Context: an optimization exercise on an open-source flow, tuned for small area and a short achievable clock period. The choices shown serve that exercise and are no tape-out recipe. Where RTL was checked, it was by simulation tests only, not by an equivalence proof against the original.

==> module late, before the edit <==
module late (input [13:0] pb, input [6:0] xr, output [13:0] y);
    wire w1, w3, w4, w5, w7, w8, w9, w10, w11, w12, w13, w14;
    wire w15, w16, w17, w18, w19, w20, w21, w22, w23, w24, w25, w26;
    wire w27, w28, w29, w30, w31, w32, w33, w34, w35, w36, w37, w38;
    wire w39, w40, w41, w42, w43, w44, w45, w46, w47, w48, w49, w50;
    wire w51, w52, w53, w54, w55, w56, w57, w58, w59, w60, w61, w62;
    wire w63, w64, w65, w66, w67, w68, w69, w70, w71, w72, w73, w74;
    wire w75, w76, w77, w78, w79, w80, w81, w82, w83, w84, w85, w86;
    wire w87, w88, w89, w98, w100, w101, w103, w104, w105, w107, w108, w109;
    wire w110, w112;
    g_nand2 i1 (pb[0], xr[0], w1);
    g_xor2 i2 (pb[0], xr[0], y[0]);
    g_nand2 i3 (pb[1], xr[1], w3);
    g_nor2 i4 (pb[1], xr[1], w4);
    g_xor2 i5 (pb[1], xr[1], w5);
    g_xnor2 i6 (w5, w1, y[1]);
    g_o21ai i7 (w4, w1, w3, w7);
    g_xnor2 i8 (xr[2], xr[0], w8);
    g_xor2 i9 (pb[2], w8, w9);
    g_nand2 i10 (xr[2], xr[0], w10);
    g_o21ai i11 (pb[2], w8, w10, w11);
    g_xnor2 i12 (xr[3], xr[1], w12);
    g_xor2 i13 (pb[3], w12, w13);
    g_nand2 i14 (xr[3], xr[1], w14);
    g_o21ai i15 (pb[3], w12, w14, w15);
    g_xnor2 i16 (xr[4], xr[2], w16);
    g_xor2 i17 (pb[4], w16, w17);
    g_nand2 i18 (xr[4], xr[2], w18);
    g_o21ai i19 (pb[4], w16, w18, w19);
    g_xnor2 i20 (xr[5], xr[3], w20);
    g_xor2 i21 (pb[5], w20, w21);
    g_nand2 i22 (xr[5], xr[3], w22);
    g_o21ai i23 (pb[5], w20, w22, w23);
    g_xor2 i24 (xr[6], xr[4], w24);
    g_xor2 i25 (pb[6], w24, w25);
    g_nand2b i26 (xr[6], xr[4], w26);
    g_o21ai i27 (pb[6], w24, w26, w27);
    g_xor2 i28 (pb[7], xr[5], w28);
    g_xnor2 i29 (pb[8], xr[6], w29);
    g_and2 i30 (pb[7], xr[5], w30);
    g_and2b i31 (xr[6], pb[8], w31);
    g_nand2 i32 (w9, w7, w32);
    g_nor2 i33 (w9, w7, w33);
    g_xnor2 i34 (pb[2], w7, w34);
    g_xnor2 i35 (w34, w8, w35);
    g_nand2 i36 (w13, w11, w36);
    g_nor2 i37 (w13, w11, w37);
    g_xnor2 i38 (pb[3], w11, w38);
    g_xnor2 i39 (w38, w12, w39);
    g_nand2 i40 (w17, w15, w40);
    g_nor2 i41 (w17, w15, w41);
    g_xnor2 i42 (pb[4], w15, w42);
    g_xnor2 i43 (w42, w16, w43);
    g_nand2 i44 (w21, w19, w44);
    g_nor2 i45 (w21, w19, w45);
    g_xnor2 i46 (pb[5], w19, w46);
    g_xnor2 i47 (w46, w20, w47);
    g_nand2 i48 (w25, w23, w48);
    g_nor2 i49 (w25, w23, w49);
    g_xnor2 i50 (pb[6], w23, w50);
    g_xnor2 i51 (w50, w24, w51);
    g_nand2 i52 (w28, w27, w52);
    g_nor2 i53 (w28, w27, w53);
    g_xor2 i54 (w28, w27, w54);
    g_nand2 i55 (w29, w30, w55);
    g_nor2 i56 (w29, w30, w56);
    g_xor2 i57 (w29, w30, w57);
    g_nand2 i58 (pb[9], w31, w58);
    g_nor2 i59 (pb[9], w31, w59);
    g_xor2 i60 (pb[9], w31, w60);
    g_o21ai i61 (w37, w32, w36, w61);
    g_o21ai i62 (w41, w36, w40, w62);
    g_nor2 i63 (w41, w37, w63);
    g_o21ai i64 (w45, w40, w44, w64);
    g_nor2 i65 (w45, w41, w65);
    g_o21ai i66 (w49, w44, w48, w66);
    g_nor2 i67 (w49, w45, w67);
    g_o21ai i68 (w53, w48, w52, w68);
    g_nor2 i69 (w53, w49, w69);
    g_o21ai i70 (w56, w52, w55, w70);
    g_nor2 i71 (w56, w53, w71);
    g_o21ai i72 (w59, w55, w58, w72);
    g_nor2 i73 (w59, w56, w73);
    g_inv i74 (w32, w74);
    g_a21oi i75 (w63, w74, w62, w75);
    g_a21oi i76 (w65, w61, w64, w76);
    g_a21oi i77 (w67, w62, w66, w77);
    g_nand2 i78 (w67, w63, w78);
    g_a21oi i79 (w69, w64, w68, w79);
    g_nand2 i80 (w69, w65, w80);
    g_a21oi i81 (w71, w66, w70, w81);
    g_nand2 i82 (w71, w67, w82);
    g_a21oi i83 (w73, w68, w72, w83);
    g_nand2 i84 (w73, w69, w84);
    g_o21ai i85 (w78, w32, w77, w85);
    g_inv i86 (w61, w86);
    g_o21ai i87 (w80, w86, w79, w87);
    g_o21ai i88 (w82, w75, w81, w88);
    g_o21ai i89 (w84, w76, w83, w89);
    g_xor2 i90 (w35, 1'b0, y[2]);
    g_xnor2 i91 (w39, w32, y[3]);
    g_xor2 i92 (w43, w61, y[4]);
    g_xnor2 i93 (w47, w75, y[5]);
    g_xnor2 i94 (w51, w76, y[6]);
    g_xor2 i95 (w54, w85, y[7]);
    g_xor2 i96 (w57, w87, y[8]);
    g_xor2 i97 (w60, w88, y[9]);
    g_inv i98 (pb[10], w98);
    g_mux2i i99 (w98, pb[10], w89, y[10]);
    g_xnor2 i100 (pb[11], pb[10], w100);
    g_inv i101 (w100, w101);
    g_mux2i i102 (w101, pb[11], w89, y[11]);
    g_nand2 i103 (pb[11], pb[10], w103);
    g_xor2 i104 (pb[12], w103, w104);
    g_inv i105 (w104, w105);
    g_mux2i i106 (w105, pb[12], w89, y[12]);
    g_nand2b i107 (w103, pb[12], w107);
    g_xnor2 i108 (pb[13], w107, w108);
    g_inv i109 (w108, w109);
    g_inv i110 (pb[13], w110);
    g_mux2i i111 (w109, w110, w89, y[13]);
    g_nand2b i112 (pb[13], w107, w112);
endmodule
==> flow/config.mk <==
export PLATFORM = sky130hd
export DESIGN_NAME = top
export DESIGN_NICKNAME = top
export VERILOG_FILES = /design/flow/design.v
export SDC_FILE = /design/flow/constraint.sdc
export NUM_CORES = 4
export LEC_CHECK = 0
export CAP_MARGIN = 20
export CORE_MARGIN = 2
export CORE_UTILIZATION = 60
export CTS_BUF_LIST = sky130_fd_sc_hd__clkbuf_4
export SLEW_MARGIN = 20
export SYNTH_HIERARCHICAL = 1
==> flow/constraint.sdc <==
create_clock -name core_clock -period 10.0 [get_ports {clk}]
set_input_delay 2.0000 -clock core_clock [delete_from_list [all_inputs] [get_ports {clk}]]
set_output_delay 2.0000 -clock core_clock [all_outputs]
set_load 0.01 [all_outputs]
standard.sh (not shown) runs the stock make flow with config.mk's settings and CLKGATE_MAP_FILE= SYNTH_SCRIPT=/design/flow/synth_recipe.tcl, a recipe that flattens the netlist after the stock synthesis.
==> flow/flow/run.sh <==
#!/bin/bash
# The standard ORFS layout with these changes:
# * the port buffers are buf_4 cells instead of the delay buffer that
#   buffer_ports picks by default (about half a nanosecond on every input);
# * from clock-tree synthesis on, the standard repair_timing steps aim for
#   6.95 ns of setup slack, resizing and swapping pins only, so that the few
#   paths from the input port get larger gates; the constraints (10 ns clock,
#   2 ns input and output delays) are unchanged;
# * clock-tree synthesis inserts no dummy loads (cells that only add load to
#   balance the tree: about 200 um2 of this small design's area);
# * after floorplanning, logic cells that synthesis gave a drive strength
#   above 1 are set back to drive 1 (flow/downsize.tcl); repair upsizes them
#   again where needed.
set -euo pipefail
export BUFFER_PORTS_ARGS="-buffer_cell sky130_fd_sc_hd__buf_4"
export CTS_ARGS="-sink_clustering_enable -repair_clock_nets -buf_list sky130_fd_sc_hd__clkbuf_4 -dont_use_dummy_load"
bash standard.sh floorplan > standard_floorplan.log 2>&1
ODB=orfs/results/sky130hd/top/base/2_floorplan.odb openroad -no_init -exit flow/downsize.tcl > downsize.log 2>&1
bash standard.sh place > standard_place.log 2>&1
export SETUP_SLACK_MARGIN=6.95
export SETUP_MOVE_SEQUENCE=sizeup,swap
bash standard.sh finish > standard_finish.log 2>&1
==> flow/flow/downsize.tcl <==
# After floorplanning: every logic cell that synthesis mapped to a drive
# strength above 1 becomes the drive-1 cell of the same function; the later
# repair steps upsize again wherever slew, load or timing call for it.
set odb $::env(ODB)
read_db $odb
set db [ord::get_db]
set n 0
foreach inst [[ord::get_db_block] getInsts] {
  set m [[$inst getMaster] getName]
  if {[regexp {^(sky130_fd_sc_hd__(a21oi|o21ai|nor2b|nand2b|nor2|nand2|xor2|xnor2|inv|a21o|o21a|and2|or2|and2b))_([2-9]|1[0-9])$} $m -> base]} {
    set small [$db findMaster ${base}_1]
    if {$small ne "NULL" && $small ne ""} {
      if {[$inst swapMaster $small]} { incr n }
    }
  }
}
puts "downsized $n cells"
write_db $odb
==> next run, changes <==
--- a/flow/design.v
+++ b/flow/design.v
@@ -114,12 +114,12 @@
     wire w27, w28, w29, w30, w31, w32, w33, w34, w35, w36, w37, w38;
     wire w39, w40, w41, w42, w43, w44, w45, w46, w47, w48, w49, w50;
     wire w51, w52, w53, w54, w55, w56, w57, w58, w59, w60, w61, w62;
     wire w63, w64, w65, w66, w67, w68, w69, w70, w71, w72, w73, w74;
     wire w75, w76, w77, w78, w79, w80, w81, w82, w83, w84, w85, w86;
-    wire w87, w88, w89, w98, w100, w101, w103, w104, w105, w107, w108, w109;
-    wire w110, w112;
+    wire w87, w88, w89, w89d, w99, w101, w102, w104, w105, w106, w108, w109;
+    wire w110, w111, w113;
     g_nand2 i1 (pb[0], xr[0], w1);
     g_xor2 i2 (pb[0], xr[0], y[0]);
     g_nand2 i3 (pb[1], xr[1], w3);
     g_nor2 i4 (pb[1], xr[1], w4);
     g_xor2 i5 (pb[1], xr[1], w5);
@@ -213,25 +213,26 @@
     g_xnor2 i93 (w47, w75, y[5]);
     g_xnor2 i94 (w51, w76, y[6]);
     g_xor2 i95 (w54, w85, y[7]);
     g_xor2 i96 (w57, w87, y[8]);
     g_xor2 i97 (w60, w88, y[9]);
-    g_inv i98 (pb[10], w98);
-    g_mux2i i99 (w98, pb[10], w89, y[10]);
-    g_xnor2 i100 (pb[11], pb[10], w100);
-    g_inv i101 (w100, w101);
-    g_mux2i i102 (w101, pb[11], w89, y[11]);
-    g_nand2 i103 (pb[11], pb[10], w103);
-    g_xor2 i104 (pb[12], w103, w104);
-    g_inv i105 (w104, w105);
-    g_mux2i i106 (w105, pb[12], w89, y[12]);
-    g_nand2b i107 (w103, pb[12], w107);
-    g_xnor2 i108 (pb[13], w107, w108);
-    g_inv i109 (w108, w109);
-    g_inv i110 (pb[13], w110);
-    g_mux2i i111 (w109, w110, w89, y[13]);
-    g_nand2b i112 (pb[13], w107, w112);
+    g_o21ai id89 (w84, w76, w83, w89d);
+    g_inv i99 (pb[10], w99);
+    g_mux2i i100 (w99, pb[10], w89, y[10]);
+    g_xnor2 i101 (pb[11], pb[10], w101);
+    g_inv i102 (w101, w102);
+    g_mux2i i103 (w102, pb[11], w89, y[11]);
+    g_nand2 i104 (pb[11], pb[10], w104);
+    g_xor2 i105 (pb[12], w104, w105);
+    g_inv i106 (w105, w106);
+    g_mux2i i107 (w106, pb[12], w89d, y[12]);
+    g_nand2b i108 (w104, pb[12], w108);
+    g_xnor2 i109 (pb[13], w108, w109);
+    g_inv i110 (w109, w110);
+    g_inv i111 (pb[13], w111);
+    g_mux2i i112 (w110, w111, w89d, y[13]);
+    g_nand2b i113 (pb[13], w108, w113);
 endmodule
 module top #(parameter m = 7) (
     input clk,
     input signed [m-1:0] noise_in,
     output reg signed [2*m-1:0] filter_out
- cell area shrinks by about 0.45%
- via count shrinks by about 1.2%
- die area barely changes
- register-to-register slack barely changes
- maximum frequency grows by about 1.7%
- setup slack improves by 0.051 ns
- cell count is about the same
- first-iteration DRC count shrinks by 24%
- sequential share of layout area grows by 0.20 points
- utilization shrinks by 0.31 points
- area after synthesis barely changes
The RTL of the first run of this note was laid out without a check of its function.

what the ideal ports hide:
The results above use ideal ports. As a check the final layouts listed here were re-extracted and re-timed, cells and wires unchanged.
Step 1 (the two cells are an assumption about what drives the block):
set clk [get_ports {clk}]
set_driving_cell -lib_cell sky130_fd_sc_hd__clkbuf_16 $clk
set_driving_cell -lib_cell sky130_fd_sc_hd__buf_2 [delete_from_list [all_inputs] $clk]
Step 2 moves the port delays by t, midway between the first and last clock arrival at a register: inputs arrive t later, outputs are due t later. That takes back most of the time a late clock gives input paths.
a / b / c = ideal ports / drivers / drivers and shift; a / b = the first two.
run | t, ns | setup WS [ns] | hold WS [ns] | worst register clock-pin slew, ns | worst data-port slew with drivers (ns)
the first run | 0.508 | 6.953 / 6.937 / 6.429 | 0.342 / 0.342 / 0.342 | 0.10 / 0.10 | 0.06
the second run | 0.536 | 7.004 / 6.996 / 6.476 | 0.362 / 0.362 / 0.362 | 0.12 / 0.12 | 0.04
After both steps setup and hold are still met in every run listed. The setup slack of the second run, which loses most, moves by -0.008 ns with the drivers and by -0.528 ns with both steps.
